From an optimization exercise on the open Yosys and OpenROAD flow, aimed at small area; shortcuts taken in it are not production practice.
RTL that was checked went through simulation tests only; none was proved equivalent to the original.
Function not checked in runs 3 and 4: the RTL went through the layout flow alone.
The clock port is modelled as an ideal driver; clocking choices that lean on that would not hold on a real chip.
No activity file was given, so power comes from the tool's default toggle rates.

### design/flow/flow/run.sh
#!/bin/bash
# The standard layout with these changes:
#  - synthesis maps with flow/abc.script and without the adder cell step;
#  - the port buffers are plain buf_1 cells;
#  - clock tree synthesis inserts no dummy loads;
#  - after clock tree synthesis, logic cells are downsized where timing allows
#    (flow/post_cts.tcl), and the global-route step recovers power (RECOVER_POWER).
set -euo pipefail
here=$(pwd)
inner=$(grep -o 'SYNTH_SCRIPT=[^ ]*' standard.sh | head -1 | cut -d= -f2-)
export OWN_INNER_SYNTH=$inner
export OWN_ABC_SCRIPT=$here/flow/abc.script
export BUFFER_PORTS_ARGS="-buffer_cell sky130_fd_sc_hd__buf_1"
export CTS_ARGS="-sink_clustering_enable -repair_clock_nets -dont_use_dummy_load"
export RECOVER_POWER=100
export POST_CTS_TCL=$here/flow/post_cts.tcl
sed "s#SYNTH_SCRIPT=[^ ]*#SYNTH_SCRIPT=$here/flow/synth.tcl ADDER_MAP_FILE=#" standard.sh > own.sh
bash own.sh > flow.log 2>&1
### design/flow/flow/abc.script
strash
dch -f
map -D 3000 -B 0.2
strash
dch -f
map -D 3000 -B 0.2
topo
stime -c
buffer -c
upsize -c
dnsize -c
### design/flow/flow/downsize.tcl
# Area recovery: give each logic cell the smallest drive strength of its
# function that keeps setup slack above a margin and adds no slew,
# capacitance or fanout violation. Registers keep their cell type.
proc own_cell_area {lib_cell_name} {
  set m [[ord::get_db] findMaster $lib_cell_name]
  return [expr {[$m getWidth] * [$m getHeight]}]
}
proc own_downsize {margin {parasitics -placement}} {
  estimate_parasitics $parasitics
  puts "area recovery: setup slack before [sta::worst_slack_cmd max]"
  set v0 [expr {[sta::max_slew_violation_count] + [sta::max_capacitance_violation_count] + [sta::max_fanout_violation_count]}]
  set saved 0
  set n 0
  foreach inst [get_cells *] {
    if {[catch {get_name [get_lib_cells -of_objects $inst]} cur]} { continue }
    if {![regexp {^(sky130_fd_sc_hd__[a-z0-9]+)_([0-9]+)$} $cur -> base drv]} { continue }
    if {[regexp {dfxtp|dfrtp|clkbuf|clkinv|tap|fill|decap|conb|dly} $base]} { continue }
    set best $cur
    set cands {}
    foreach lc [get_lib_cells ${base}_*] { lappend cands [get_name $lc] }
    foreach cand [lsort -dictionary $cands] {
      if {![regexp {^sky130_fd_sc_hd__[a-z0-9]+_([0-9]+)$} $cand -> cdrv]} { continue }
      if {$cdrv >= $drv} { continue }
      if {[own_cell_area $cand] >= [own_cell_area $best]} { continue }
      if {[[[ord::get_db] findMaster $cand] getWidth] > [[[ord::get_db] findMaster $cur] getWidth]} { continue }
      replace_cell $inst $cand
      set ok [expr {[sta::worst_slack_cmd max] >= $margin * 1e-9}]
      if {$ok} {
        set v [expr {[sta::max_slew_violation_count] + [sta::max_capacitance_violation_count] + [sta::max_fanout_violation_count]}]
        set ok [expr {$v <= $v0}]
      }
      if {$ok} {
        set saved [expr {$saved + [own_cell_area $best] - [own_cell_area $cand]}]
        set best $cand
        incr n
        break
      }
      replace_cell $inst $best
    }
  }
  puts "area recovery: $n cells downsized, [expr {$saved / 1e6}] um^2 saved, setup slack [sta::worst_slack_cmd max]"
}
### design/flow/flow/post_cts.tcl
# After clock tree synthesis: area recovery by downsizing logic cells.
source [file join [file dirname [info script]] downsize.tcl]
own_downsize 0.4
### design/flow/flow/synth.tcl
# The standard flow's synthesis script, with our own ABC script for the technology
# mapping (the registers and their names are unchanged).
proc abc {args} {
  set i [lsearch -exact $args -script]
  if {$i >= 0} { lset args [expr {$i + 1}] $::env(OWN_ABC_SCRIPT) }
  yosys abc {*}$args
}
source $::env(OWN_INNER_SYNTH)
### design/flow/standard.sh
#!/bin/bash
# synth_recipe.tcl (not shown) runs the flow's synth.tcl, then flattens the netlist and writes it again
# the make line also repeats each setting of config.mk as NAME=value (left out here)
make -C /OpenROAD-flow-scripts/flow DESIGN_CONFIG=/design/flow/config.mk WORK_HOME=/design/flow/orfs CLKGATE_MAP_FILE= SYNTH_SCRIPT=/design/flow/synth_recipe.tcl "${@:-finish}"
### design/flow/config.mk
export PLATFORM = sky130hd
export DESIGN_NAME = fp16_sum
export DESIGN_NICKNAME = fp16_sum
export VERILOG_FILES = /design/flow/design.v
export SDC_FILE = /design/flow/constraint.sdc
export NUM_CORES = 4
export LEC_CHECK = 0
export ABC_AREA = 1
export CAP_MARGIN = 20
export CORE_MARGIN = 2
export CORE_UTILIZATION = 55
export GPL_TIMING_DRIVEN = 0
export SLEW_MARGIN = 20
### design/flow/constraint.sdc
create_clock -name core_clock -period 4.5 [get_ports {clk}]
set_input_delay 0.9000 -clock core_clock [delete_from_list [all_inputs] [get_ports {clk}]]
set_output_delay 0.9000 -clock core_clock [all_outputs]
set_load 0.01 [all_outputs]
### design/flow/design.v
`default_nettype none
module fp16_sum(input wire clk,input wire [15:0] num1,num2,output reg [15:0] out);
	localparam K = 7;
	function automatic [12:0] radd12(input [11:0] a, input [11:0] b, input ci);
		integer k;
		reg c;
		begin
			c = ci;
			for (k = 0; k < 12; k = k + 1) begin
				radd12[k] = a[k] ^ b[k] ^ c;
				c = (a[k] & b[k]) | (c & (a[k] ^ b[k]));
			end
			radd12[12] = c;
		end
	endfunction
	function automatic gt10(input [9:0] a, input [9:0] b);
		integer k;
		reg g;
		begin
			g = 1'b0;
			for (k = 0; k < 10; k = k + 1)
				g = (a[k] & ~b[k]) | (~(a[k] ^ b[k]) & g);
			gt10 = g;
		end
	endfunction
	wire [4:0]  e1   = num1[14:10];
	wire [4:0]  e2   = num2[14:10];
	wire [12:0] a12  = radd12({7'd0, e1}, {7'h7f, ~e2}, 1'b1);    
	wire [12:0] a21  = radd12({7'd0, e2}, {7'h7f, ~e1}, 1'b1);    
	wire        egt  = ~a12[12];                    
	wire        eeq  = e1 == e2;
	wire [4:0]  d    = egt ? a21[4:0] : a12[4:0];
	wire        swap = egt | (eeq & gt10(num2[9:0], num1[9:0]));    
	wire [9:0]  bm   = swap ? num2[9:0] : num1[9:0];
	wire [9:0]  sm   = swap ? num1[9:0] : num2[9:0];
	wire [10:0] sn   = {1'b1, sm} >> d;
	wire        sub  = num1[15] ^ num2[15];
	wire [12:0] lsum = radd12({{(12-K){1'b0}}, bm[K-1:0]}, {{(12-K){1'b0}}, sn[K-1:0] ^ {K{sub}}}, sub);
	reg        r1_sign, r1_sub;
	reg [4:0]  r1_exp;
	reg [9:K]  r1_bm;
	reg [10:K] r1_sn;
	reg [K:0]  r1_lo;        
	always @(posedge clk) begin
		r1_sign <= swap ? num2[15] : num1[15];
		r1_sub  <= sub;
		r1_exp  <= egt ? e2 : e1;
		r1_bm   <= bm[9:K];
		r1_sn   <= sn[10:K];
		r1_lo   <= lsum[K:0];
	end
	wire [12:0] ps  = radd12({{(K+1){1'b0}}, 1'b1, r1_bm}, {{(K+1){1'b0}}, r1_sn ^ {(11-K){r1_sub}}}, r1_lo[K]);
	wire [11:0] pre = {ps[11-K] ^ r1_sub, ps[10-K:0], r1_lo[K-1:0]};
	reg  [3:0]  p;
	integer i;
	always @* begin
		p = 4'd0;
		for (i = 0; i < 12; i = i + 1)
			if (pre[i]) p = i;
	end
	wire [11:0] x  = {pre[11:2], pre[1:0] & {2{~r1_sub}}};
	wire [11:0] xs = x << (4'd11 - p);
	wire        nz = |pre;
	wire [12:0] ee = radd12({7'd0, r1_exp}, {8'd0, p} + 12'hff6, 1'b0);
	wire [4:0]  re = nz ? ee[4:0] : 5'd0;
	wire [9:0]  rm = xs[10:1];
	reg [15:0] s2, s3, s4;
	always @(posedge clk) begin
		s2  <= {r1_sign, re, rm};
		s3  <= s2;
		s4  <= s3;
		out <= s4;
	end
endmodule
==> results of run 1 <==
placed cells by master (no fill, tap or decap), drive strengths merged, types with 2 or more instances in the layout:
cell type,n
xnor2,9
buf,53
or2,7
o22ai,4
inv,64
nor3,5
o21a,5
nor3b,3
a22oi,6
and2,2
nor4,2
dfxtp,86
nand2,113
xor2,15
a21oi,32
mux2i,3
nand3,14
nor2,46
nand4,2
o211ai,8
clkbuf,16
o21ai,50
report_power, final:
| group | switching [mW] | internal (mW) |
|---|---|---|
| Combinational | 0.600 | 0.341 |
| Sequential | 0.0898 | 1.10 |
| Clock | 0.210 | 0.179 |
| Total | 0.900 | 1.62 |
kinds of logic after synthesis:
| kind of cell | synth area share, % |
|---|---|
| compound gates | 17.7 |
| mux | 0.775 |
| simple gates | 22.4 |
| flops | 44.4 |
| xor+xnor | 6.49 |
| buf+inv | 8.17 |
flip-flops by register name (all words and copies together) (netlist names):
signal,count
out,16
r1_bm,3
r1_exp,5
r1_lo,8
r1_sign,1
r1_sn,4
r1_sub,1
s2,16
s3,16
s4,16
metrics by stage:
step	setup WS, ps	instance area [sq um]	std cells
floorplan	1010	3880	495
global placement	470	4180	639
detailed placement	424	4180	639
global route	10.7	4170	651
finish	417	4170	651
worst paths after layout:
kind / cells past startpoint / to / startpoint / slack (ps)
worst max-delay path: 26 / r1_lo[6] / num1[10] / 420
worst max register to register: 26 / s2[14] / r1_sub / 740
worst min-delay path: 0 / s3[8] / s2[8] / 300
worst min register to register: 0 / s3[8] / s2[8] / 300
area by class of cell:
class                      instances  area [sq um]  share of cell area (%)
sequential                        86          1720                    41.2
timing repair buffer              51           203                    4.86
multi-input combinational        335          1720                    41.2
buffer                             9          43.8                    1.05
inverter                          65           244                    5.85
tap                               96           120                    2.88
clock buffer                       9           124                    2.97
worst max-delay path: stages:
cell and delay [ps]:
buf_1 90, inv_2 70, nand2_1 60, nand2_1 60, nand2_1 60, o21ai_1 180, o21ai_1 80, o21ai_0 110
nand2_1 140, clkbuf_4 210, mux2i_1 140, xnor2_1 430, or2_1 180, buf_1 220, nand2_1 150, nand2_1 90
nand2_1 60, nand2_1 80, nand2_1 70, nand2_1 100, a31oi_2 110, o21ai_1 230, a21boi_1 130, o21ai_0 250
nand2_1 80, nand2_1 60
routing by layer:
layer	track usage, %	up-vias	wire length, um
li1	-	1722	-
met1	22.1	1367	3050
met2	36.0	67	3480
met3	4.05	14	243
met4	12.9	0	245
met5	0	-	0
==> flow_summary.toml, run 1 <==
[synthesis]
async_flop_share_pct = 0
yosysTopAreaCellShare_pct = 44.4
synth-seq-cells = 86
synth_ff_type = "dfxtp_1"
yosysTopAreaCell = "dfxtp_1"
synth_edf_count = 0
netlist_area_sq_um = 3880
yosysMostFrequentCell = "nand2_1"
yosysWarnings = 1
synthesis.nets = 528
ys_types = 45
synth_seq_area_share_pct = 44.4
synthTopCellsByCount = "nand2_1 (102), dfxtp_1 (86), inv_1 (55)"
synthCells = 495
avgSynthCellArea_sq_um = 7.83
synthTopCellsByArea = "dfxtp_1 (44%), nand2_1 (9.9%), inv_1 (5.3%), o21ai_0 (4.0%), a21oi_1 (3.9%)"

[global_route]
grt_pass1_wl_mm = 12.2
grt-ovfl-total = 0
antenna_found_initial = 0
track_usage_pct = 20.3
grt_pass1_vias = 2926
grt_max_degree = 16

[sta]
holdWs_ps = 302
tns_ps = 0
fmax_mhz = 245
slew_headroom_pct = 33.3
worst_pin_slew_ps = 992
fin_worst_skew_ps = 26.5
grt_setup_unrepaired = "no"
hold_viol = 0
setup_violations = 0
layout_min_cycle_time_ps = 4080
maxSlewViolCount = 0
final.period_utilization_pct = 90.7

[worst_setup_path]
cp.arrival_ps = 4350
crit_required_ps = 4770
cp-start-kind = "primary input"
path_max_fanout = 10
critical_path_class = "primary input to register"
crit_path_end_kind = "register"

[routing]
wire_per_inst_um = 10.8
drc_errors = 0
routed_via_density = 4.87
vias = 3170
initialDrtViolationCount = 61
drt-pass1-iter-count = 4
drt_wl_total_mm = 7.02
ant_nets = 0

[status]
status = "no timing/DRC/antenna violations"

[place]
dp_hpwl_mm = 5.68
gp_congestion = 0.916
portBuffers = 48

[power]
total_power_mw = 2.52
peakVddDrop_mv = 0.174
p_leak_nw = 1.93
pwr_density_cell_nw_per_um2 = 605

[run]
cap_violations = 0

[layout]
syn_to_final_growth_pct = 7.68
fill_cells = 665
fin_nets = 590
finish.utilization_pct = 61.4
drive_gt1_share_pct = 5.95
num_antenna_cells = 0

[die]
num_rows = 30
start_util_pct = 57.1
fp.dieW_um = 88.0
core-area_sq_um = 6790
fp.dieH_um = 88.0
design.die.area_sq_um = 7740
pin_count = 49

[cts]
cts_tree = "done"
clock-sinks = 86
cts.clk_slew.worst_paths_ps = 70
clk_latency_ps = 340

[min_path]
hold_path.class = "register to register"
==> run 2, diff against run 1 <==
==> design/flow/flow/abc.script (replaced) <==
strash
dch -f
map -D 3800 -B 0.2
strash
dch -f
map -D 3800 -B 0.2
topo
stime -c
buffer -c
upsize -c
dnsize -c
==> flow_summary.toml, run 2 <==
[die]
start_util_pct = 56.0
fp.dieH_um = 86.7
design.die.area_sq_um = 7520
fp.dieW_um = 86.7
num_rows = 30
core-area_sq_um = 6720
pin_count = 49

[layout]
syn_to_final_growth_pct = 13.6
fill_cells = 640
num_antenna_cells = 0
layout_common_cells = "nand2_1 (94), dfxtp_1 (86), inv_1 (59)"
fin_area_sq_um = 4280
drive_gt1_share_pct = 12.1
final_common_cell = "nand2_1"
fin_nets = 581

[sta]
slew_headroom_pct = 44.5
setup_violations = 0
fmax_mhz = 237
holdWs_ps = 306
final.period_utilization_pct = 93.8
hold_viol = 0
tns_ps = 0
layout_min_cycle_time_ps = 4220
fin_worst_skew_ps = 26.2
fin_ws_ps = 281
worst_pin_slew_ps = 825
maxSlewViolCount = 0

[power]
peakVddDrop_mv = 0.176
pwr_density_cell_nw_per_um2 = 597
p_leak_nw = 1.98

[worst_setup_path]
path_delay_family = "compound AO/OA/AOI/OAI gates"
crit_required_ps = 4720
cp-start-kind = "primary input"
slowest_stage = "maj3_4"
max_stage_delay_ps = 330
path_max_fanout = 5
reg2reg_depth = 27
crit_path_end_kind = "register"
critical_path_class = "primary input to register"
worst-path-buf-inv = 2
cp.arrival_ps = 4440
critical_path_depth = 27

[synthesis]
synthCells = 482
synthTopCellsByArea = "dfxtp_1 (46%), nand2_1 (9.4%), inv_1 (5.8%), o21ai_0 (5.3%), nor2_1 (5.0%)"
synth-seq-cells = 86
synthesis.nets = 515
synth_seq_area_share_pct = 45.7
yosysTopAreaCellShare_pct = 45.7
avgSynthCellArea_sq_um = 7.81
netlist_area_sq_um = 3760
synthTopCellsByCount = "nand2_1 (94), dfxtp_1 (86), inv_1 (58)"
synth_edf_count = 0
synth_ff_type = "dfxtp_1"
async_flop_share_pct = 0
yosysTopAreaCell = "dfxtp_1"
yosysMostFrequentCell = "nand2_1"
yosysWarnings = 1
ys_types = 45

[routing]
vias = 3120
drt_wl_total_mm = 6.82
drc_errors = 0
drt-pass1-iter-count = 4
wire_per_inst_um = 10.9
ant_nets = 0
routed_via_density = 4.98
initialDrtViolationCount = 79

[cts]
cts.clk_slew.worst_paths_ps = 90
cts_tree = "done"
clk_latency_ps = 340
clock-sinks = 86

[global_route]
track_usage_pct = 19.3
grt_max_degree = 17
grt_pass1_wl_mm = 11.5
antenna_found_initial = 0
grt_pass1_vias = 2723
grt-ovfl-total = 0

[place]
pre_cts_slack_ps = -215
portBuffers = 48
gp_congestion = 0.882
dpl-instance-area_sq_um = 4040
dp_hpwl_mm = 5.44

[status]
status = "no timing/DRC/antenna violations"

[run]
cap_violations = 0

[min_path]
hold_depth = 0
hold_path.class = "register to register"
run 2: per-stage QoR:
step / power [mW] / util [%] / cells
final: 2.55 / 63.6 / 626
after global placement: 2.13 / 60.2 / 610
after detailed placement: 2.16 / 60.2 / 610
after floorplan: 1.93 / - / 482
after global routing: 2.77 / 63.6 / 626
run 2: final timing paths:
kind / start / to / slack, ps
min reg2reg: s3[0] / s4[0] / 310
max reg2reg: r1_sub / s2[14] / 750
max: num1[2] / r1_lo[7] / 280
min: s3[0] / s4[0] / 310
run 2: where the power goes:
group | total (mW) | internal [mW] | switching (mW) | leakage (nW)
Clock | 0.392 | 0.179 | 0.214 | 0.0647
Sequential | 1.19 | 1.10 | 0.0902 | 0.723
Combinational | 0.968 | 0.371 | 0.597 | 1.19
run 2: cell families (layout without fill, tap and decap cells):
| family | after synthesis | in the layout | share of synthesized area (%) |
|---|---|---|---|
| AND/OR/NAND/NOR | 170 | 170 | 18.4 |
| AO/OA/AOI/OAI | 112 | 112 | 17.9 |
| flip-flops | 86 | 86 | 45.7 |
| buffers and inverters | 78 | 142 | 8.48 |
| XOR/XNOR | 33 | 33 | 8.58 |
| adder cells (fa/ha/maj) | 2 | 2 | 0.665 |
| multiplexers | 1 | 1 | 0.266 |
run 2: cell type report:
| cell class | instances | area [sq um] | share of cell area [%] |
|---|---|---|---|
| multi-input cells | 318 | 1770 | 41.4 |
| repair buffers | 55 | 236 | 5.53 |
| plain buffers | 9 | 62.6 | 1.46 |
| flip-flops and latches | 86 | 1720 | 40.3 |
| well taps | 80 | 100 | 2.34 |
| inverters | 69 | 259 | 6.06 |
| clock buffers | 9 | 124 | 2.90 |
run 2: metal layers:
metal	track usage (%)	vias up	share of wire, %
met2	33.7	73	51
li1	-	1673	-
met3	4.19	19	3.6
met5	0	-	0
met1	21.9	1355	41
met4	10.1	0	4.0
run 2: worst reg2reg max path: stages (launching register included):
cell and delay [ps]:
dfxtp_1 300, buf_2 170, xnor2_1 210, nor2_1 60
inv_1 80, nand3_1 90, nand2_1 80, and3_1 160
nor2_1 50, or2_2 280, nand2_1 120, inv_1 80
a21oi_1 120, nand2_1 130, inv_1 140, nand2_1 80
nor2_1 370, nor2_1 140, inv_1 80, nand2_1 70
nand2_1 60, inv_1 60, nor3_1 220, nor2_1 90
nor2_1 130, a21oi_1 70, xor2_1 140, nor2_1 50
==> run 3, diff against run 2 <==
--- a/design/flow/design.v
+++ b/design/flow/design.v
@@ -2,3 +2,3 @@
 module fp16_sum(input wire clk,input wire [15:0] num1,num2,output reg [15:0] out);
-	localparam K = 7;
+	localparam K = 5;
 	function automatic [12:0] radd12(input [11:0] a, input [11:0] b, input ci);
==> design/flow/flow/abc.script (replaced) <==
strash
dch -f
map -D 3400 -B 0.2
strash
dch -f
map -D 3400 -B 0.2
topo
stime -c
buffer -c
upsize -c
dnsize -c
==> flow_summary.toml, run 3 <==
[status]
status = "no timing/DRC/antenna violations"

[cts]
cts.clk_slew.worst_paths_ps = 80
clk_latency_ps = 350
clock-sinks = 88
cts_tree = "done"

[die]
fp.dieW_um = 87.2
core-area_sq_um = 6760
start_util_pct = 56.4
pin_count = 49
num_rows = 30
fp.dieH_um = 87.2
design.die.area_sq_um = 7610

[layout]
final_common_cell = "nand2_1"
fill_cells = 643
num_antenna_cells = 0
fin_nets = 591
drive_gt1_share_pct = 7.19
syn_to_final_growth_pct = 9.69
layout_common_cells = "nand2_1 (98), dfxtp_1 (88), inv_1 (63)"

[sta]
worst_pin_slew_ps = 495
fmax_mhz = 248
tns_ps = 0
maxSlewViolCount = 0
layout_min_cycle_time_ps = 4030
fin_worst_skew_ps = 27.1
fin_ws_ps = 471
hold_viol = 0
slew_headroom_pct = 67.0
setup_violations = 0
final.period_utilization_pct = 89.5
holdWs_ps = 309

[synthesis]
async_flop_share_pct = 0
synthesis.nets = 528
avgSynthCellArea_sq_um = 7.69
synth-seq-cells = 88
yosysMostFrequentCell = "nand2_1"
synthTopCellsByCount = "nand2_1 (97), dfxtp_1 (88), inv_1 (61)"
ys_types = 46
synth_seq_area_share_pct = 46.3
synthTopCellsByArea = "dfxtp_1 (46%), nand2_1 (9.6%), inv_1 (6.0%), o21ai_0 (5.4%), nor2_1 (5.3%)"
yosysTopAreaCellShare_pct = 46.3
synthCells = 495
synth_edf_count = 0
yosysTopAreaCell = "dfxtp_1"
yosysWarnings = 1
synth_ff_type = "dfxtp_1"
netlist_area_sq_um = 3810

[place]
portBuffers = 48
dp_hpwl_mm = 5.52
pre_cts_slack_ps = 77.1
gp_congestion = 0.921

[power]
power_frac_comb_pct = 38.4
p_leak_nw = 1.95
p_sw_share_pct = 36.6
peakVddDrop_mv = 0.182
switchingPower_mw = 0.951
p_clk_share_pct = 15.2
seqPwrFrac_pct = 46.4
p_int_mw = 1.65
pwr_density_cell_nw_per_um2 = 623

[worst_setup_path]
max_stage_delay_ps = 290
regToRegStartpoint = "r1_sub"
critical_path_class = "primary input to register"
critical_path.startpoint = "num2[10]"
cp_common_cell = "nand2_1"
slowest_stage = "xnor2_2"
cp.arrival_ps = 4300
path_delay_family = "compound AO/OA/AOI/OAI gates"
cp-start-kind = "primary input"
crit_path_end_kind = "register"
path_max_fanout = 10
worst-path-buf-inv = 4
crit_required_ps = 4770
worstPathCellList = "buf_1, inv_1, nor2_2, a21oi_1, o21ai_1, o21ai_1, o21ai_2, buf_2, o21ai_0, xnor2_2, inv_1, a21oi_1, o311ai_1, a32oi_1, xor2_1, xor2_1, nand2_1, o21ai_1, nand2_1, o21ai_2, nand2_1, o21ai_2, nand3_1, nand2_1"

[global_route]
antenna_found_initial = 0
grt_pass1_vias = 2735
grt_pass1_wl_mm = 11.4
grt_max_degree = 17
track_usage_pct = 19.2
grt-ovfl-total = 0

[routing]
vias = 3086
routed_via_density = 4.85
wl_met1_mm = 2.96
drt_wl_total_mm = 6.81
drt-pass1-iter-count = 4
wl_met2_mm = 3.50
top_layer_used = "met4"
initialDrtViolationCount = 90
route.met3.wl_um = 182
ant_nets = 0
wire_per_inst_um = 10.7
drc_errors = 0

[min_path]
hold_path.class = "register to register"
min_from = "s2[11]"

[run]
cap_violations = 0
run 3: cell count changes after synthesis, sizes merged, moves of 3 or more:
| cell | before | now |
|---|---|---|
| inv | 69 | 74 |
| nor2 | 52 | 58 |
| a32oi | 0 | 3 |
| o211ai | 6 | 2 |
| o21ai | 56 | 60 |
| clkinv | 0 | 4 |
run 3: cells by family (layout without fill, tap and decap cells):
kind of cell | after synthesis | after routing | share of synthesized area [%]
simple gates | 174 | 174 | 18.8
xor+xnor | 31 | 31 | 7.82
compound gates | 114 | 114 | 17.8
buf+inv | 87 | 148 | 9.03
mux | 1 | 1 | 0.263
flops | 88 | 88 | 46.3
run 3: final timing paths:
check,endpoint,slack (ps),cells past startpoint
min,s3[11],310,0
max reg2reg,s2[14],640,23
max,r1_lo[5],470,24
min reg2reg,s3[11],310,0
run 3: stage by stage:
| step | instances | power [mW] | util [%] | cell area, sq um |
|---|---|---|---|---|
| finish | 636 | 2.60 | 61.8 | 4180 |
| global route | 636 | 2.84 | 61.8 | 4180 |
| detailed placement | 623 | 2.24 | 60.5 | 4090 |
| global placement | 623 | 2.20 | 60.5 | 4090 |
| floorplan | 495 | 1.98 | - | 3810 |
run 3: worst reg2reg max path: cells and delay by family (launching register included):
family	cells	cell delay (ps)
AND/OR/NAND/NOR	15	1920
XOR/XNOR	2	460
flip-flops	1	300
AO/OA/AOI/OAI	3	600
buffers and inverters	3	540
run 3: power by group through the flow:
stage	Clock (mW)	Combinational, mW	Sequential [mW]
3_3_place_gp	0	0.989	1.21
6_report	0.395	1.00	1.21
5_1_grt	0.444	1.15	1.24
2_1_floorplan	0	0.739	1.24
3_5_place_dp	0	1.01	1.23
run 3: metal layers:
metal | vias to the layer above | global-route usage [%]
met2 | 52 | 35.5
met5 | - | 0
met1 | 1312 | 20.8
met3 | 18 | 4.36
met4 | 0 | 8.53
li1 | 1704 | -
run 3: cell type report:
class	instances	area, sq um	area share, %
buffer	9	38.8	0.928
clock buffer	9	124	2.96
inverter	78	293	7.01
multi-input combinational	320	1650	39.5
sequential	88	1760	42.2
tap	80	100	2.40
timing repair buffer	52	210	5.03
==> run 4, diff against run 3 <==
--- a/design/flow/design.v
+++ b/design/flow/design.v
@@ -2,3 +2,3 @@
 module fp16_sum(input wire clk,input wire [15:0] num1,num2,output reg [15:0] out);
-	localparam K = 5;
+	localparam K = 9;
 	function automatic [12:0] radd12(input [11:0] a, input [11:0] b, input ci);
==> flow_summary.toml, run 4 <==
[status]
status = "no timing/DRC/antenna violations"

[synthesis]
avgSynthCellArea_sq_um = 7.62
synth_mux_area_share_pct = 0.911
yosys.area_share.simple_pct = 21.6
netlist_area_sq_um = 3710
synthesis.nets = 520
yosysTopAreaCellShare_pct = 45.3
synth_adder_area_share_pct = 0
async_flop_share_pct = 0
yosysTopAreaCell = "dfxtp_1"
synth-seq-cells = 84
synthTopCellsByCount = "nand2_1 (115), dfxtp_1 (84), inv_1 (62)"
synth_seq_area_share_pct = 45.3
yosysWarnings = 1
ys_types = 42
synth_ff_type = "dfxtp_1"
synthCells = 487
yosysMostFrequentCell = "nand2_1"
synthTopCellsByArea = "dfxtp_1 (45%), nand2_1 (12%), inv_1 (6.3%), xor2_1 (4.7%), nor2_1 (4.7%)"
synth_compound_area_share_pct = 17.5
synth_edf_count = 0
synth_xor_area_share_pct = 6.58
synth_top_family_by_area = "simple AND/OR/NAND/NOR gates"

[worst_setup_path]
slowest_stage = "xnor2_2"
cp_common_cell = "o21ai_2"
ff2ff_setup_slack_ps = 1150
path_delay_family = "compound AO/OA/AOI/OAI gates"
max_stage_delay_ps = 320
crit_path_end_kind = "register"
crit_required_ps = 4710
critical_path_class = "primary input to register"
cp.arrival_ps = 4380
reg2reg_depth = 20
critical_path_depth = 23
path_max_fanout = 10
worstPathCellList = "buf_1, or2_1, a21oi_1, o21ai_1, o21a_1, o21ai_1, buf_4, o21ai_0, xnor2_2, inv_2, nor2_2, nand2_1, a32o_2, o21ai_4, nand2_2, a31oi_4, o21ai_2, a21oi_2, o21ai_2, a21oi_4, o21ai_2, nand3_1, nand2_1"
worst-path-buf-inv = 3
cp-start-kind = "primary input"

[layout]
drive_gt1_share_pct = 10.9
num_antenna_cells = 0
fin_cells = 626
regArea_sq_um = 1680
fin_nets = 584
syn_to_final_growth_pct = 13.6
multiInputGateArea_sq_um = 1800
layout_common_cells = "nand2_1 (114), dfxtp_1 (84), inv_1 (60)"
fill_cells = 600
final_common_cell = "nand2_1"

[run]
cap_violations = 0

[routing]
ant_nets = 0
drc_errors = 0
vias = 3128
drt_wl_total_mm = 6.83
wire_per_inst_um = 10.9
initialDrtViolationCount = 100
drt-pass1-iter-count = 4
routed_via_density = 5.00

[sta]
fin_worst_skew_ps = 23.6
fmax_mhz = 240
tns_ps = 0
hold_viol = 0
maxSlewViolCount = 0
setup_violations = 0
slew_headroom_pct = 51.6
final.period_utilization_pct = 92.7
worst_pin_slew_ps = 721
layout_min_cycle_time_ps = 4170
holdWs_ps = 315

[die]
start_util_pct = 57.8
fp.dieH_um = 86.1
core-area_sq_um = 6420
pin_count = 49
design.die.area_sq_um = 7420
fp.dieW_um = 86.1
num_rows = 29

[cts]
cts.clk_slew.worst_paths_ps = 80
clk_latency_ps = 330
clock-sinks = 84
cts_tree = "done"

[place]
dp.cells = 612
portBuffers = 48
gp_congestion = 0.901
dp_hpwl_mm = 5.45

[global_route]
track_usage_pct = 19.8
grt_pass1_vias = 2835
grt_max_degree = 15
grt_pass1_wl_mm = 11.6
antenna_found_initial = 0
grt-ovfl-total = 0

[power]
pwr_density_cell_nw_per_um2 = 600
peakVddDrop_mv = 0.208
p_leak_nw = 1.98

[min_path]
hold_path.class = "register to register"
hold_depth = 0
run 4: worst paths after layout:
kind	to	startpoint
worst max-delay path	r1_lo[9]	num2[11]
worst min-delay path	s3[0]	s2[0]
worst max register to register	s2[14]	r1_sub
worst min register to register	s3[0]	s2[0]
run 4: power breakdown:
part	internal [mW]	total (mW)	switching, mW
sequential	1.09	1.18	0.0945
combinational	0.358	0.966	0.608
clock	0.178	0.382	0.204
run 4: kinds of logic after synthesis:
| kind of cell | after synthesis |
|---|---|
| XOR/XNOR | 27 |
| AND/OR/NAND/NOR | 196 |
| AO/OA/AOI/OAI | 104 |
| multiplexers | 3 |
| flip-flops | 84 |
| buffers and inverters | 73 |
run 4: area by class of cell:
| class | count | area share (%) |
|---|---|---|
| clock buffers | 9 | 2.94 |
| multi-input cells | 330 | 42.6 |
| repair buffers | 53 | 5.22 |
| plain buffers | 8 | 1.28 |
| well taps | 77 | 2.29 |
| flip-flops and latches | 84 | 39.9 |
| inverters | 65 | 5.79 |
run 4: layer usage:
metal / GRT usage, % / routed length (um) / vias to the layer above
met2: 37.3 / 3650 / 57
met1: 21.4 / 2920 / 1374
met5: 0 / 0 / -
met4: 9.09 / 74 / 0
met3: 3.27 / 181 / 7
li1: - / - / 1690
run 4: metrics by stage:
step | util [%] | instance area, sq um | setup WS, ps | total power, mW
6_report | 65.6 | 4220 | 329 | 2.53
5_1_grt | 65.6 | 4220 | -53.5 | 2.75
3_5_place_dp | 62.1 | 3990 | -162 | 2.11
3_3_place_gp | 62.1 | 3990 | -120 | 2.07
2_1_floorplan | - | 3710 | 476 | 1.88
==> run 5, diff against run 4 <==
--- a/design/flow/design.v
+++ b/design/flow/design.v
@@ -2,3 +2,3 @@
 module fp16_sum(input wire clk,input wire [15:0] num1,num2,output reg [15:0] out);
-	localparam K = 9;
+	localparam K = 7;
 	function automatic [12:0] radd12(input [11:0] a, input [11:0] b, input ci);
--- a/design/flow/config.mk
+++ b/design/flow/config.mk
@@ -10,3 +10,3 @@
 export CORE_MARGIN = 2
-export CORE_UTILIZATION = 55
+export CORE_UTILIZATION = 70
 export GPL_TIMING_DRIVEN = 0
==> flow_summary.toml, run 5 <==
[place]
dp.cells = 598
dp_hpwl_mm = 5.62
portBuffers = 48
pre_cts_slack_ps = 54.3
dpl-instance-area_sq_um = 4020
gp_congestion = 0.885

[routing]
drt-pass1-iter-count = 4
wire_per_inst_um = 12.1
vias = 3250
routed_via_density = 5.29
drt_wl_total_mm = 7.46
ant_nets = 0
drc_errors = 0
initialDrtViolationCount = 152

[synthesis]
synth_seq_area_share_pct = 45.9
synthTopCellsByArea = "dfxtp_1 (46%), nand2_1 (9.9%), inv_1 (5.9%), nor2_1 (4.2%), o21ai_0 (4.1%)"
synth-seq-cells = 86
synthesis.nets = 513
avgSynthCellArea_sq_um = 7.82
yosysWarnings = 1
synthCells = 480
synthTopCellsByCount = "nand2_1 (99), dfxtp_1 (86), inv_1 (59)"
yosysTopAreaCellShare_pct = 45.9
yosysMostFrequentCell = "nand2_1"
synth_ff_type = "dfxtp_1"
netlist_area_sq_um = 3750
synth_edf_count = 0
yosysTopAreaCell = "dfxtp_1"
ys_types = 43
async_flop_share_pct = 0

[worst_setup_path]
cp.arrival_ps = 4340
critical_path.startpoint = "num2[10]"
critical_path_class = "primary input to register"
cp-start-kind = "primary input"
crit_path_end_kind = "register"
path_max_fanout = 7
crit_required_ps = 4760
regToRegStartpoint = "r1_sub"

[die]
core-area_sq_um = 5140
design.die.area_sq_um = 5960
fp.dieW_um = 77.2
fp.dieH_um = 77.2
pin_count = 49
num_rows = 26
start_util_pct = 73.0

[layout]
num_antenna_cells = 0
fin_nets = 579
syn_to_final_growth_pct = 10.6
fin_cells = 614
fin_area_sq_um = 4150
final_common_cell = "nand2_1"
layout_common_cells = "nand2_1 (100), dfxtp_1 (86), inv_1 (59)"
drive_gt1_share_pct = 9.38

[power]
pwr_density_cell_nw_per_um2 = 629
p_leak_nw = 1.93
peakVddDrop_mv = 0.358

[sta]
fin_ws_ps = 426
final.period_utilization_pct = 90.5
setup_violations = 0
layout_min_cycle_time_ps = 4070
holdWs_ps = 304
fmax_mhz = 245
worst_pin_slew_ps = 956
maxSlewViolCount = 0
slew_headroom_pct = 35.7
hold_viol = 0
fin_worst_skew_ps = 21.9

[global_route]
grt_pass1_vias = 3182
grt_pass1_wl_mm = 12.6
grt-ovfl-total = 0
antenna_found_initial = 0
grt_max_degree = 15
track_usage_pct = 26.3

[cts]
cts_tree = "done"
clock-sinks = 86
cts.clk_slew.worst_paths_ps = 80
clk_latency_ps = 340

[min_path]
min_from = "s3[3]"
hold_path.class = "register to register"

[status]
status = "no timing/DRC/antenna violations"

[run]
cap_violations = 0
-- run 5: where the power goes --
group / internal, mW / switching [mW] / total (mW)
sequential: 1.10 / 0.0988 / 1.20
combinational: 0.364 / 0.647 / 1.01
clock: 0.179 / 0.217 / 0.395
-- run 5: cell families after synthesis --
| group | count (synthesis) | synth area share (%) |
|---|---|---|
| XOR/XNOR | 29 | 7.67 |
| multiplexers | 2 | 0.534 |
| flip-flops | 86 | 45.9 |
| AO/OA/AOI/OAI | 113 | 18.6 |
| buffers and inverters | 79 | 8.40 |
| AND/OR/NAND/NOR | 171 | 18.9 |
-- run 5: worst paths after layout --
check	to	slack (ps)	cells after the start
setup / recovery	r1_lo[6]	430	27
hold / removal	s4[3]	300	0
setup reg to reg	s2[14]	520	27
hold reg to reg	s4[3]	300	0
-- run 5: metal layers --
| layer | global-route usage (%) | vias up | share of wire (%) |
|---|---|---|---|
| met5 | 0 | - | 0 |
| met3 | 5.53 | 36 | 3.8 |
| li1 | - | 1676 | - |
| met4 | 18.6 | 0 | 5.5 |
| met2 | 49.2 | 111 | 51 |
| met1 | 25.2 | 1427 | 40 |
-- run 5: area by class of cell --
type / instances / area [sq um]
plain buffers: 10 / 53.8
clock buffers: 9 / 124
fillers: 378 / 991
inverters: 69 / 259
multi-input cells: 315 / 1670
flip-flops and latches: 86 / 1720
well taps: 70 / 87.6
repair buffers: 55 / 234
-- run 5: critical path, stage by stage --
cell and delay (ps):
clkbuf_2 120, inv_2 30, nor2_1 140, a21oi_2 90, o21ai_1 180, o21ai_1 110, a21oi_2 240, buf_6 160
buf_4 110, o21ai_1 70, xnor2_1 200, nor2_2 210, inv_2 90, nor2_2 170, inv_2 80, a21oi_1 120
o21ai_0 100, o31ai_1 110, xor2_1 260, xor2_1 210, nand2_1 90, o21ai_2 90, nand2_1 80, o21ai_2 80
nand2_1 80, nand2_2 70, xor2_1 130
-- run 5: through the flow --
stage / utilization (%) / power (mW) / TNS [ps]
3_3_place_gp: 78.2 / 2.11 / 0
3_5_place_dp: 78.2 / 2.18 / 0
2_1_floorplan: - / 1.93 / 0
5_1_grt: 80.7 / 2.80 / -32.3
6_report: 80.7 / 2.61 / 0
==> run 6, diff against run 5 <==
--- a/design/flow/flow/run.sh
+++ b/design/flow/flow/run.sh
@@ -16,2 +16,3 @@
 export POST_CTS_TCL=$here/flow/post_cts.tcl
+export SKIP_INCREMENTAL_REPAIR=1
 sed "s#SYNTH_SCRIPT=[^ ]*#SYNTH_SCRIPT=$here/flow/synth.tcl ADDER_MAP_FILE=#" standard.sh > own.sh
==> design/flow/flow/post_cts.tcl (replaced) <==
# After clock tree synthesis: area recovery by downsizing logic cells.
source [file join [file dirname [info script]] downsize.tcl]
own_downsize 0.25
--- a/design/flow/config.mk
+++ b/design/flow/config.mk
@@ -10,3 +10,3 @@
 export CORE_MARGIN = 2
-export CORE_UTILIZATION = 70
+export CORE_UTILIZATION = 55
 export GPL_TIMING_DRIVEN = 0
==> flow_summary.toml, run 6 <==
[status]
status = "complete, but fails checks"
layout.failed_checks = "setup timing"

[sta]
holdWs_ps = 309
final.period_utilization_pct = 103
layout_min_cycle_time_ps = 4650
maxSlewViolCount = 0
worst_pin_slew_ps = 1040
fin_worst_skew_ps = 28.7
fin_ws_ps = -154
setup_violations = 3
fmax_mhz = 215
tns_ps = -275
slew_headroom_pct = 30.3
hold_viol = 0

[routing]
ant_nets = 0
initialDrtViolationCount = 114
wire_per_inst_um = 10.8
drt-pass1-iter-count = 4
routed_via_density = 4.95
vias = 3052
drt_wl_total_mm = 6.66
drc_errors = 0

[global_route]
grt-ovfl-total = 0
grt_pass1_wl_mm = 11.4
track_usage_pct = 19.2
grt_max_degree = 16
grt_pass1_vias = 2710
antenna_found_initial = 0

[layout]
layout_common_cells = "nand2_1 (101), dfxtp_1 (86), inv_1 (59)"
syn_to_final_growth_pct = 7.47
finish.utilization_pct = 60.4
num_antenna_cells = 0
fin_cells = 617
final_common_cell = "nand2_1"
fin_nets = 572
drive_gt1_share_pct = 5.21

[worst_setup_path]
crit_required_ps = 4740
critical_path_class = "primary input to register"
path_delay_family = "compound AO/OA/AOI/OAI gates"
crit_path_end_kind = "register"
worst-path-buf-inv = 4
slowest_stage = "xor2_1"
max_stage_delay_ps = 450
path_max_fanout = 10
cp_common_cell = "nand2_1"
cp-start-kind = "primary input"
ff2ff_setup_slack_ps = 600
cp.arrival_ps = 4900

[die]
start_util_pct = 56.2
fp.dieH_um = 86.6
pin_count = 49
design.die.area_sq_um = 7500
fp.dieW_um = 86.6
core-area_sq_um = 6680
num_rows = 30

[cts]
cts.clk_slew.worst_paths_ps = 70
clk_latency_ps = 340
clock-sinks = 86
cts_tree = "done"

[synthesis]
yosysTopAreaCell = "dfxtp_1"
yosysWarnings = 1
yosysTopAreaCellShare_pct = 45.9
synth_edf_count = 0
async_flop_share_pct = 0
synthTopCellsByArea = "dfxtp_1 (46%), nand2_1 (9.9%), inv_1 (5.9%), nor2_1 (4.2%), o21ai_0 (4.1%)"
netlist_area_sq_um = 3750
synthesis.nets = 513
synth-seq-cells = 86
ys_types = 43
synth_seq_area_share_pct = 45.9
synthCells = 480
avgSynthCellArea_sq_um = 7.82
yosysMostFrequentCell = "nand2_1"
synth_ff_type = "dfxtp_1"
synthTopCellsByCount = "nand2_1 (99), dfxtp_1 (86), inv_1 (59)"

[place]
dp.cells = 608
gp_congestion = 0.963
pre_cts_slack_ps = 21.6
dp_hpwl_mm = 5.40
portBuffers = 48

[power]
peakVddDrop_mv = 0.159
pwr_density_cell_nw_per_um2 = 618
p_leak_nw = 1.88

[run]
cap_violations = 0

[min_path]
hold_path.class = "register to register"
-- run 6: cell type report --
class                      count  area, sq um
clock buffer                   9          124
inverter                      69          259
buffer                        10         40.0
sequential                    86         1720
multi-input combinational    315         1610
timing repair buffer          48          180
fill                         666         2650
tap                           80          100
-- run 6: stage by stage --
step / total power, mW / cell area [sq um]
6_report: 2.49 / 4030
5_1_grt: 2.72 / 4030
3_5_place_dp: 2.16 / 4030
3_3_place_gp: 2.13 / 4030
2_1_floorplan: 1.93 / 3750
-- run 6: cell families (layout without fill, tap and decap cells) --
| logic type | Yosys count | in the layout | share of synthesized area [%] |
|---|---|---|---|
| muxes | 2 | 2 | 0.534 |
| DFF | 86 | 86 | 45.9 |
| xor gates and xnor gates | 29 | 29 | 7.67 |
| and+or+nand+nor | 171 | 171 | 18.9 |
| buffers and inverters | 79 | 136 | 8.40 |
| AOI/OAI and AO/OA | 113 | 113 | 18.6 |
-- run 6: path summary, 6_finish.rpt --
| check | from | endpoint | cells after the start |
|---|---|---|---|
| worst max-delay path | num2[10] | r1_lo[6] | 27 |
| worst min-delay path | s4[8] | out[8] | 0 |
| worst max register to register | r1_sub | s2[14] | 27 |
| worst min register to register | s4[8] | out[8] | 0 |
-- run 6: power breakdown --
group / switching (mW) / total (mW) / internal, mW / leakage (nW)
Clock: 0.208 / 0.387 / 0.178 / 0.0647
Combinational: 0.588 / 0.917 / 0.329 / 1.09
Sequential: 0.0860 / 1.19 / 1.10 / 0.723
Total: 0.882 / 2.49 / 1.61 / 1.88
-- run 6: per-layer routing --
metal / GRT usage (%) / wire, um / vias to the layer above
met5: 0 / 0 / -
met4: 10.9 / 289 / 0
met3: 4.57 / 220 / 22
met2: 34.0 / 3200 / 70
met1: 20.7 / 2950 / 1310
li1: - / - / 1650
==> run 7, diff against run 6 <==
==> design/flow/flow/post_cts.tcl (replaced) <==
# After clock tree synthesis: area recovery by downsizing logic cells.
source [file join [file dirname [info script]] downsize.tcl]
own_downsize 0.3
==> flow_summary.toml, run 7 <==
[power]
seqPwrFrac_pct = 47.7
p_int_mw = 1.61
p_sw_share_pct = 35.4
peakVddDrop_mv = 0.159
switchingPower_mw = 0.883
pwr_density_cell_nw_per_um2 = 617
p_clk_share_pct = 15.5
p_leak_nw = 1.88
power_frac_comb_pct = 36.8

[routing]
wl_met1_mm = 2.96
ant_nets = 0
wl_met2_mm = 3.22
wire_per_inst_um = 10.8
route.met3.wl_um = 211
routed_via_density = 4.92
drt_wl_total_mm = 6.65
vias = 3035
drt-pass1-iter-count = 4
drc_errors = 0
top_layer_used = "met4"
initialDrtViolationCount = 108

[worst_setup_path]
path_max_fanout = 10
cp-start-kind = "primary input"
max_stage_delay_ps = 310
reg2reg_depth = 27
slowest_stage = "xor2_2"
regToRegStartpoint = "r1_sub"
ff2ff_setup_slack_ps = 600
worstReg2RegEnd = "s2[14]"
crit_path_end_kind = "register"
critical_path_class = "primary input to register"
crit_required_ps = 4740
cp_common_cell = "nand2_1"
cp.arrival_ps = 4790

[synthesis]
synth_ff_type = "dfxtp_1"
synth_seq_area_share_pct = 45.9
yosysTopAreaCell = "dfxtp_1"
yosysTopAreaCellShare_pct = 45.9
netlist_area_sq_um = 3750
avgSynthCellArea_sq_um = 7.82
yosysMostFrequentCell = "nand2_1"
async_flop_share_pct = 0
synth-seq-cells = 86
synthTopCellsByCount = "nand2_1 (99), dfxtp_1 (86), inv_1 (59)"
yosysWarnings = 1
synthCells = 480
synthesis.nets = 513
synth_edf_count = 0
ys_types = 43
synthTopCellsByArea = "dfxtp_1 (46%), nand2_1 (9.9%), inv_1 (5.9%), nor2_1 (4.2%), o21ai_0 (4.1%)"

[sta]
fin_ws_ps = -51.3
hold_viol = 0
fin_worst_skew_ps = 28.5
maxSlewViolCount = 0
setup_violations = 2
final.period_utilization_pct = 101
layout_min_cycle_time_ps = 4550
fmax_mhz = 220
slew_headroom_pct = 31.9
worst_pin_slew_ps = 1010
tns_ps = -64.3

[place]
gp_congestion = 0.963
dp_hpwl_mm = 5.40
portBuffers = 48

[layout]
num_antenna_cells = 0
fill_cells = 663
finish.utilization_pct = 60.5
syn_to_final_growth_pct = 7.67
regArea_sq_um = 1720
final_common_cell = "nand2_1"
drive_gt1_share_pct = 5.21
fin_nets = 572
layout_common_cells = "nand2_1 (102), dfxtp_1 (86), inv_1 (59)"
multiInputGateArea_sq_um = 1610

[die]
pin_count = 49
start_util_pct = 56.2
core-area_sq_um = 6680
design.die.area_sq_um = 7500
num_rows = 30
fp.dieH_um = 86.6
fp.dieW_um = 86.6

[min_path]
min_from = "s4[8]"
min_to = "out[8]"
hold_path.class = "register to register"
hold_depth = 0

[cts]
clk_latency_ps = 340
cts_tree = "done"
clock-sinks = 86
cts.clk_slew.worst_paths_ps = 70

[global_route]
grt_pass1_wl_mm = 11.4
grt-ovfl-total = 0
grt_max_degree = 16
antenna_found_initial = 0
grt_pass1_vias = 2711
track_usage_pct = 19.2

[status]
status = "complete, but fails checks"
layout.failed_checks = "setup timing"

[run]
cap_violations = 0
## run 7: layout make-up
| class | instances | area share (%) |
|---|---|---|
| buffer | 10 | 1.05 |
| clock buffer | 9 | 3.07 |
| sequential | 86 | 42.6 |
| tap | 80 | 2.48 |
| multi-input combinational | 315 | 39.9 |
| timing repair buffer | 48 | 4.46 |
| inverter | 69 | 6.41 |
## run 7: kinds of logic after synthesis
family | after synthesis | share of synthesized area, %
simple gates | 171 | 18.9
compound gates | 113 | 18.6
flops | 86 | 45.9
buf+inv | 79 | 8.40
xor+xnor | 29 | 7.67
mux | 2 | 0.534
## run 7: worst max path at each step
| stage | from | end | slack (ps) | cells after the start |
|---|---|---|---|---|
| final | num2[10] | r1_lo[6] | -50 | 27 |
| after global routing | num2[10] | r1_lo[6] | -580 | 27 |
| after detailed placement | num1[10] | r1_lo[6] | 20 | 27 |
| after global placement | num1[10] | r1_lo[6] | 120 | 27 |
| after floorplan | num1[13] | r1_lo[6] | 660 | 25 |
## run 7: worst max-delay path: cells and delay by family
kind / cells / cell delay (ps)
AND/OR/NAND/NOR: 10 / 940
XOR/XNOR: 2 / 460
AO/OA/AOI/OAI: 11 / 1930
buffers and inverters: 4 / 560
## run 7: through the flow
stage	hold WS, ps	power, mW	instance area [sq um]	std cells	setup slack [ps]
5_1_grt	312	2.72	4040	617	-585
3_3_place_gp	310	2.13	4030	608	117
2_1_floorplan	310	1.93	3750	480	657
6_report	309	2.49	4040	617	-51.3
3_5_place_dp	312	2.16	4030	608	21.6
## run 7: power by group through the flow
| stage | registers (mW) | logic [mW] | clock network, mW |
|---|---|---|---|
| 5_1_grt | 1.22 | 1.06 | 0.439 |
| 2_1_floorplan | 1.22 | 0.704 | 0 |
| 3_5_place_dp | 1.21 | 0.951 | 0 |
| 3_3_place_gp | 1.19 | 0.933 | 0 |
| 6_report | 1.19 | 0.917 | 0.387 |
## run 7: metal layers
layer	global-route usage (%)	up-vias
met3	4.57	20
met5	0	-
li1	-	1650
met4	10.9	0
met2	34.0	63
met1	20.7	1302
==> run 8, diff against run 7 <==
--- a/design/flow/flow/run.sh
+++ b/design/flow/flow/run.sh
@@ -16,3 +16,2 @@
 export POST_CTS_TCL=$here/flow/post_cts.tcl
-export SKIP_INCREMENTAL_REPAIR=1
 sed "s#SYNTH_SCRIPT=[^ ]*#SYNTH_SCRIPT=$here/flow/synth.tcl ADDER_MAP_FILE=#" standard.sh > own.sh
==> design/flow/flow/post_cts.tcl (replaced) <==
# After clock tree synthesis: area recovery by downsizing logic cells.
source [file join [file dirname [info script]] downsize.tcl]
own_downsize 0.4
--- a/design/flow/config.mk
+++ b/design/flow/config.mk
@@ -12,2 +12,3 @@
 export GPL_TIMING_DRIVEN = 0
+export SETUP_SLACK_MARGIN = -0.07
 export SLEW_MARGIN = 20
==> flow_summary.toml, run 8 <==
[status]
status = "no timing/DRC/antenna violations"

[worst_setup_path]
path_max_fanout = 10
path_delay_family = "compound AO/OA/AOI/OAI gates"
cp-start-kind = "primary input"
critical_path_class = "primary input to register"
cp_common_cell = "nand2_1"
crit_path_end_kind = "register"
max_stage_delay_ps = 310
worst-path-buf-inv = 5
slowest_stage = "xor2_2"
crit_required_ps = 4740
cp.arrival_ps = 4350

[cts]
clk_latency_ps = 340
cts.clk_slew.worst_paths_ps = 70
clock-sinks = 86
cts_tree = "done"

[synthesis]
yosysTopAreaCell = "dfxtp_1"
synth_adder_area_share_pct = 0
synthTopCellsByCount = "nand2_1 (99), dfxtp_1 (86), inv_1 (59)"
synth_top_family_by_area = "simple AND/OR/NAND/NOR gates"
synth_seq_area_share_pct = 45.9
synthCells = 480
synth_xor_area_share_pct = 7.67
yosysTopAreaCellShare_pct = 45.9
synthTopCellsByArea = "dfxtp_1 (46%), nand2_1 (9.9%), inv_1 (5.9%), nor2_1 (4.2%), o21ai_0 (4.1%)"
netlist_area_sq_um = 3750
synth_mux_area_share_pct = 0.534
synth_compound_area_share_pct = 18.6
async_flop_share_pct = 0
yosysMostFrequentCell = "nand2_1"
synth-seq-cells = 86
ys_types = 43
synth_ff_type = "dfxtp_1"
synth_edf_count = 0
yosysWarnings = 1
avgSynthCellArea_sq_um = 7.82
synthesis.nets = 513
yosys.area_share.simple_pct = 18.9

[place]
gp_congestion = 0.963
portBuffers = 48
dp_hpwl_mm = 5.40
pre_cts_slack_ps = 21.6

[sta]
final.period_utilization_pct = 91.4
setup_violations = 0
tns_ps = 0
fmax_mhz = 243
fin_worst_skew_ps = 28.7
hold_viol = 0
fin_ws_ps = 388
maxSlewViolCount = 0
layout_min_cycle_time_ps = 4110
worst_pin_slew_ps = 1030
slew_headroom_pct = 30.5

[global_route]
grt_max_degree = 16
grt_pass1_vias = 2704
grt_pass1_wl_mm = 11.3
antenna_found_initial = 0
track_usage_pct = 19.0
grt-ovfl-total = 0

[die]
design.die.area_sq_um = 7500
num_rows = 30
start_util_pct = 56.2
fp.dieW_um = 86.6
pin_count = 49
fp.dieH_um = 86.6
core-area_sq_um = 6680

[min_path]
hold_path.class = "register to register"

[routing]
drt_wl_total_mm = 6.63
initialDrtViolationCount = 88
drc_errors = 0
vias = 3056
ant_nets = 0
routed_via_density = 4.95
wire_per_inst_um = 10.7
drt-pass1-iter-count = 4

[power]
p_leak_nw = 1.89
pwr_density_cell_nw_per_um2 = 612
peakVddDrop_mv = 0.159

[run]
cap_violations = 0

[layout]
final_common_cell = "nand2_1"
layout_common_cells = "nand2_1 (100), dfxtp_1 (86), inv_1 (59)"
drive_gt1_share_pct = 7.08
fill_cells = 654
fin_nets = 572
syn_to_final_growth_pct = 9.07
num_antenna_cells = 0
-- run 8: cell count changes in the layout (fill, tap and decap cells not counted) --
cell	previous run	this run
clkbuf_1	7	6
a21oi_1	27	25
a21oi_4	0	1
nor2_1	47	45
nor2_2	1	2
nand2_2	0	2
o21ai_2	1	4
buf_6	0	2
nand2_1	102	100
buf_4	1	0
nor2_4	0	1
a21oi_2	1	2
o21ai_0	33	30
-- run 8: layout make-up --
class | instances | area [sq um] | share of cell area [%]
flip-flops and latches | 86 | 1720 | 42.1
multi-input cells | 315 | 1650 | 40.4
plain buffers | 10 | 53.8 | 1.31
clock buffers | 9 | 124 | 3.03
well taps | 80 | 100 | 2.45
inverters | 69 | 259 | 6.33
repair buffers | 48 | 180 | 4.40
-- run 8: through the flow --
step	hold WS, ps	instance area (sq um)	total power [mW]	instances	util [%]
6_report	309	4090	2.50	617	61.3
3_5_place_dp	312	4030	2.16	608	60.4
2_1_floorplan	310	3750	1.93	480	-
5_1_grt	312	4090	2.73	617	61.3
3_3_place_gp	310	4030	2.13	608	60.4
-- run 8: routing by layer --
layer | GRT usage [%] | wire [um] | vias up
met5 | 0 | 0 | -
met4 | 10.9 | 263 | 0
met3 | 4.57 | 215 | 20
met2 | 33.8 | 3230 | 63
met1 | 20.5 | 2930 | 1317
li1 | - | - | 1656
-- run 8: worst reg2reg max path, stage by stage, from the launching register on --
cell	delay (ps)
dfxtp_1	300
clkbuf_1	330
xnor2_1	190
nor2_1	60
inv_1	80
nand3_1	90
nand2_1	100
and3_1	180
nor2_1	50
or2_2	280
nand2_1	130
inv_1	90
a21oi_1	130
nand2_1	130
inv_2	100
nand2_1	80
nor2_2	260
nor2_1	120
inv_1	70
nand2_1	70
nand2_1	60
inv_1	50
nor3_1	220
nor2_1	90
nor2_1	130
a21oi_1	60
xor2_1	140
nor2_1	50
-- run 8: path summary, 6_finish.rpt --
path / start / end / slack, ps / cells after the start
worst max-delay path: num2[10] / r1_lo[6] / 390 / 26
worst min-delay path: s4[8] / out[8] / 310 / 0
worst max register to register: r1_sub / s2[14] / 740 / 27
worst min register to register: s4[8] / out[8] / 310 / 0
-- run 8: where the power goes --
part | switching (mW) | internal (mW)
combinational | 0.594 | 0.335
sequential | 0.0857 | 1.10
clock | 0.209 | 0.178
total | 0.889 | 1.62
-- run 8: cells by family (layout without fill, tap and decap cells) --
family / count (synthesis) / count (layout)
and+or+nand+nor: 171 / 171
AOI/OAI and AO/OA: 113 / 113
DFF: 86 / 86
buffers and inverters: 79 / 136
xor gates and xnor gates: 29 / 29
muxes: 2 / 2
==> run 9, diff against run 8 <==
--- a/design/flow/config.mk
+++ b/design/flow/config.mk
@@ -12,3 +12,2 @@
 export GPL_TIMING_DRIVEN = 0
-export SETUP_SLACK_MARGIN = -0.07
 export SLEW_MARGIN = 20
==> flow_summary.toml, run 9 <==
[status]
status = "no timing/DRC/antenna violations"

[worst_setup_path]
ff2ff_setup_slack_ps = 580
path_delay_family = "simple AND/OR/NAND/NOR gates"
reg2reg_depth = 27
critical_path.startpoint = "num1[10]"
worst-path-buf-inv = 3
cp_common_cell = "nand2_1"
crit_end = "r1_lo[6]"
max_stage_delay_ps = 270
crit_path_end_kind = "register"
cp-start-kind = "primary input"
slowest_stage = "or2_1"
worstReg2RegEnd = "s2[14]"
path_max_fanout = 10
critical_path_class = "primary input to register"
regToRegStartpoint = "r1_sub"
cp.arrival_ps = 4340
crit_required_ps = 4740
critical_path_depth = 27

[synthesis]
yosysTopAreaCellShare_pct = 45.9
yosysMostFrequentCell = "nand2_1"
synth_edf_count = 0
synth_seq_area_share_pct = 45.9
async_flop_share_pct = 0
ys_types = 43
yosysTopAreaCell = "dfxtp_1"
synthTopCellsByCount = "nand2_1 (99), dfxtp_1 (86), inv_1 (59)"
synthesis.nets = 513
synthCells = 480
netlist_area_sq_um = 3750
synth_ff_type = "dfxtp_1"
synth-seq-cells = 86
synthTopCellsByArea = "dfxtp_1 (46%), nand2_1 (9.9%), inv_1 (5.9%), nor2_1 (4.2%), o21ai_0 (4.1%)"
avgSynthCellArea_sq_um = 7.82
yosysWarnings = 1

[sta]
final.period_utilization_pct = 91.1
layout_min_cycle_time_ps = 4100
fmax_mhz = 244
grt_setup_unrepaired = "no"
slew_headroom_pct = 31.1
fin_worst_skew_ps = 28.7
worst_pin_slew_ps = 1020
setup_violations = 0
maxSlewViolCount = 0
hold_viol = 0
tns_ps = 0

[layout]
num_antenna_cells = 0
fin_area_sq_um = 4090
layout_common_cells = "nand2_1 (100), dfxtp_1 (86), inv_1 (60)"
fin_cells = 617
drive_gt1_share_pct = 6.89
fin_nets = 572
syn_to_final_growth_pct = 9.10
final_common_cell = "nand2_1"

[cts]
cts.clk_slew.worst_paths_ps = 70
clk_latency_ps = 340
cts_tree = "done"
clock-sinks = 86

[routing]
ant_nets = 0
drc_errors = 0
routed_via_density = 4.92
vias = 3034
wire_per_inst_um = 10.7
initialDrtViolationCount = 83
drt-pass1-iter-count = 4
drt_wl_total_mm = 6.62

[min_path]
hold_path.class = "register to register"

[place]
portBuffers = 48
gp_congestion = 0.963
dp.cells = 608
dpl-instance-area_sq_um = 4030
dp_hpwl_mm = 5.40

[power]
peakVddDrop_mv = 0.159
total_power_mw = 2.50
p_leak_nw = 1.90
pwr_density_cell_nw_per_um2 = 612

[die]
pin_count = 49
start_util_pct = 56.2
fp.dieW_um = 86.6
fp.dieH_um = 86.6
core-area_sq_um = 6680
num_rows = 30
design.die.area_sq_um = 7500

[global_route]
grt_pass1_wl_mm = 11.3
antenna_found_initial = 0
grt_max_degree = 16
grt_pass1_vias = 2704
grt-ovfl-total = 0
track_usage_pct = 19.0

[run]
cap_violations = 0
## run 9: power breakdown
group | leakage, nW | total [mW] | switching (mW) | internal [mW]
sequential | 0.723 | 1.19 | 0.0858 | 1.10
combinational | 1.11 | 0.930 | 0.594 | 0.336
clock | 0.0647 | 0.387 | 0.208 | 0.178
total | 1.90 | 2.50 | 0.888 | 1.62
## run 9: metrics by stage
step,utilization (%),hold slack [ps],worst slack [ps]
2_1_floorplan,-,310,657
3_5_place_dp,60.4,312,21.6
6_report,61.3,309,403
3_3_place_gp,60.4,310,117
5_1_grt,61.3,312,3.54
## run 9: worst min path at each step
stage | from | to | slack [ps] | depth (start not counted)
final | s4[8] | out[8] | 310 | 0
after global placement | s4[0] | out[0] | 310 | 0
after floorplan | s4[0] | out[0] | 310 | 0
after global routing | s4[8] | out[8] | 310 | 0
after detailed placement | s2[10] | s3[10] | 310 | 0
## run 9: layout make-up
type                            instances  area [sq um]
Inverter                               69           259
Tap cell                               80           100
Timing Repair Buffer                   48           180
Multi-Input combinational cell        315          1650
Sequential cell                        86          1720
Buffer                                 10          57.6
Clock buffer                            9           124
Fill cell                             652          2590
## run 9: metal layers
metal  vias to the layer above  share of wire [%]  global-route usage (%)
met5                         -                  0                       0
met4                         0                4.0                    10.9
met3                        20                3.1                    4.57
met2                        58                 49                    33.8
met1                      1304                 44                    20.5
li1                       1652                  -                       -
## run 9: kinds of logic after synthesis
logic type	after synthesis	share of synthesized area [%]
flip-flops	86	45.9
buffers and inverters	79	8.40
XOR/XNOR	29	7.67
AND/OR/NAND/NOR	171	18.9
multiplexers	2	0.534
AO/OA/AOI/OAI	113	18.6
==> run 10, diff against run 9 <==
--- a/design/flow/flow/run.sh
+++ b/design/flow/flow/run.sh
@@ -12,2 +12,3 @@
 export OWN_ABC_SCRIPT=$here/flow/abc.script
+export OWN_ABC_AREA_SCRIPT=$here/flow/abc_area.script
 export BUFFER_PORTS_ARGS="-buffer_cell sky130_fd_sc_hd__buf_1"
==> design/flow/flow/abc_area.script (new file) <==
strash
dch -f
map -D 4000 -B 0.2
strash
dch -f
map -D 4000 -B 0.2
topo
stime -c
buffer -c
upsize -c
dnsize -c
==> design/flow/flow/synth.tcl (replaced) <==
# The standard flow's synthesis script, with our own ABC scripts for the technology
# mapping (the registers and their names are unchanged): the logic fed by
# the input ports is mapped for delay with flow/abc.script, the rest for
# area with flow/abc_area.script.
proc abc {args} {
  set i [expr {[lsearch -exact $args -script] + 1}]
  set a $args
  set b $args
  lset a $i $::env(OWN_ABC_SCRIPT)
  lset b $i $::env(OWN_ABC_AREA_SCRIPT)
  yosys select -set own_in i:* i:clk %d {%co*:-sky130_fd_sc_hd__dfxtp_1[D]}
  yosys select -set own_in_cells @own_in c:* %i t:sky130_fd_sc_hd__dfxtp_1 %d
  yosys abc {*}$a @own_in_cells
  yosys select -set own_rest c:* t:sky130_fd_sc_hd__* %d
  yosys abc {*}$b @own_rest
  yosys select -clear
}
source $::env(OWN_INNER_SYNTH)
==> flow_summary.toml, run 10 <==
[layout]
drive_gt1_share_pct = 8.07
final_common_cell = "nand2_1"
fin_nets = 580
num_antenna_cells = 0
syn_to_final_growth_pct = 7.23
fin_cells = 641
layout_common_cells = "nand2_1 (107), dfxtp_1 (86), inv_1 (54)"

[sta]
hold_viol = 0
final.period_utilization_pct = 91.8
slew_headroom_pct = 42.3
fin_worst_skew_ps = 20.7
grt_setup_unrepaired = "no"
maxSlewViolCount = 0
setup_violations = 0
fmax_mhz = 242
holdWs_ps = 307
layout_min_cycle_time_ps = 4130
worst_pin_slew_ps = 858

[die]
fp.dieW_um = 88.0
start_util_pct = 57.1
design.die.area_sq_um = 7740
fp.dieH_um = 88.0
pin_count = 49
num_rows = 30
core-area_sq_um = 6790

[routing]
vias = 3098
drt_wl_total_mm = 6.70
ant_nets = 0
wire_per_inst_um = 10.5
drc_errors = 0
routed_via_density = 4.83
initialDrtViolationCount = 99
drt-pass1-iter-count = 4

[worst_setup_path]
ff2ff_setup_slack_ps = 860
crit_required_ps = 4780
regToRegStartpoint = "r1_sub"
cp.arrival_ps = 4410
critical_path_class = "primary input to register"
cp-start-kind = "primary input"
crit_path_end_kind = "register"
path_max_fanout = 10
reg2reg_depth = 18
worstReg2RegEnd = "s2[14]"

[cts]
clock-sinks = 86
cts_tree = "done"
cts.clk_slew.worst_paths_ps = 80
clk_latency_ps = 350

[synthesis]
yosysWarnings = 1
synthTopCellsByArea = "dfxtp_1 (44%), nand2_1 (10%), inv_1 (4.9%), o21ai_0 (4.6%), xor2_1 (4.3%)"
avgSynthCellArea_sq_um = 7.98
async_flop_share_pct = 0
yosysTopAreaCellShare_pct = 44.4
synth_compound_area_share_pct = 17.5
yosysMostFrequentCell = "nand2_1"
synth_mux_area_share_pct = 0
synth-seq-cells = 86
netlist_area_sq_um = 3880
synth_xor_area_share_pct = 8.81
synth_top_family_by_area = "simple AND/OR/NAND/NOR gates"
synthTopCellsByCount = "nand2_1 (103), dfxtp_1 (86), inv_1 (51)"
synth_adder_area_share_pct = 0
synth_seq_area_share_pct = 44.4
ys_types = 48
yosys.area_share.simple_pct = 21.1
yosysTopAreaCell = "dfxtp_1"
synth_ff_type = "dfxtp_1"
synth_edf_count = 0
synthesis.nets = 519
synthCells = 486

[global_route]
grt_max_degree = 16
antenna_found_initial = 0
use_met1_pct = 20.2
grtUsageMet2_pct = 33.8
use_met3_pct = 3.68
grt-ovfl-total = 0
top_usage_layer = "met2"
grt_pass1_vias = 2797
grt_pass1_wl_mm = 11.3
track_usage_pct = 18.6

[min_path]
min_from = "s4[7]"
hold_path.class = "register to register"
min_to = "out[7]"
hold_depth = 0

[place]
dp_hpwl_mm = 5.44
gp_congestion = 0.874
dp.cells = 630
portBuffers = 48

[run]
cap_violations = 0

[power]
pwr_density_cell_nw_per_um2 = 655
p_leak_nw = 1.92
peakVddDrop_mv = 0.227

[status]
status = "no timing/DRC/antenna violations"
-- run 10: cell types whose count changed after synthesis, moves of 4 or more --
cell     before  now
inv_2         9   18
xnor2_2       0    5
o21ai_0      31   36
nor2_4        1    5
a21oi_1      23   13
inv_1        59   51
nand2_1      99  103
-- run 10: cells by family (layout without fill, tap and decap cells) --
family                    after synthesis  after routing
AOI/OAI and AO/OA                     108            108
xor gates and xnor gates               33             33
DFF                                    86             86
and+or+nand+nor                       182            182
buffers and inverters                  77            136
-- run 10: power by group --
group / internal (mW) / leakage (nW) / switching [mW] / total (mW)
Sequential: 1.11 / 0.723 / 0.0832 / 1.19
Combinational: 0.403 / 1.13 / 0.734 / 1.14
Clock: 0.179 / 0.0647 / 0.214 / 0.393
Total: 1.69 / 1.92 / 1.03 / 2.72
-- run 10: how the worst max path moves through the flow --
stage                        start        to  cells after the start
after floorplan           num1[11]  r1_lo[6]                     26
after global placement    num1[10]  r1_lo[6]                     28
after detailed placement  num1[10]  r1_lo[6]                     28
after global routing      num1[10]  r1_lo[6]                     31
final                     num2[10]  r1_lo[7]                     27
-- run 10: stage by stage --
stage	TNS [ps]	utilization, %	area [sq um]	setup slack (ps)	power, mW
floorplan	0	-	3880	754	2.19
global placement	0	61.5	4180	29.8	2.43
detailed placement	-51.4	61.5	4180	-35.8	2.47
global route	0	61.2	4160	6.86	2.99
finish	0	61.2	4160	368	2.72
-- run 10: area by class of cell --
type / instances / area, sq um
Fill cell: 655 / 2640
Sequential cell: 86 / 1720
Multi-Input combinational cell: 323 / 1700
Inverter: 69 / 259
Timing Repair Buffer: 50 / 195
Clock buffer: 9 / 124
Tap cell: 96 / 120
Buffer: 8 / 42.5
-- run 10: routing by layer --
layer,share of wire (%),wire length (um)
met2,49,3300
met1,44,2920
met3,3.1,209
met4,4.1,277
met5,0,0
-- run 10: critical path, cell delays in order --
cell     delay, ps
buf_1          140
inv_1           90
nor2_4         120
nand2_2         70
nand2_2         60
a21oi_2         60
o21a_2         220
nor2_4         110
buf_6          140
nor2_1          40
a21oi_1        210
xor2_2         270
o21ai_1        220
nor2_1         250
inv_2           90
a21oi_1        120
o21ai_1         80
o31ai_1         90
xor2_1         240
xnor2_1        120
o21ai_0        270
nand2_1         90
o21ai_1        120
nand2_1         90
nand2_1         80
nand3_1         60
nand2_1         50

-- port drivers added, routing unchanged --
In the flow no input, the clock included, has a driving cell. The finished layouts below were timed again as built, in two steps. Step 1: set_driving_cell puts a clkbuf_16 on clk and a buf_2 on each other input, an assumption about the parent block. Step 2, shift: input delay + t, output delay - t, t = (earliest + latest rising clock arrival at the registers) / 2. This alone moves slack from input paths to output paths. a / b / c = no drivers / after step 1 / after step 2; a / b = the first two.
| run | t, ns | setup slack, ns |
|---|---|---|
| run 1 | 0.363 | 0.417 / 0.429 / 0.065 |
| run 2 | 0.359 | 0.281 / 0.287 / -0.072 |
| run 3 | 0.362 | 0.471 / 0.479 / 0.116 |
| run 4 | 0.345 | 0.329 / 0.325 / -0.020 |
| run 5 | 0.360 | 0.426 / 0.432 / 0.072 |
| run 6 | 0.355 | -0.154 / -0.146 / -0.500 |
| run 7 | 0.355 | -0.051 / -0.043 / -0.397 |
| run 8 | 0.357 | 0.388 / 0.397 / 0.040 |
| run 9 | 0.357 | 0.403 / 0.411 / 0.055 |
| run 10 | 0.360 | 0.368 / 0.372 / 0.012 |
Met with ideal ports but missed after step 2: setup timing in run 2 and run 4.
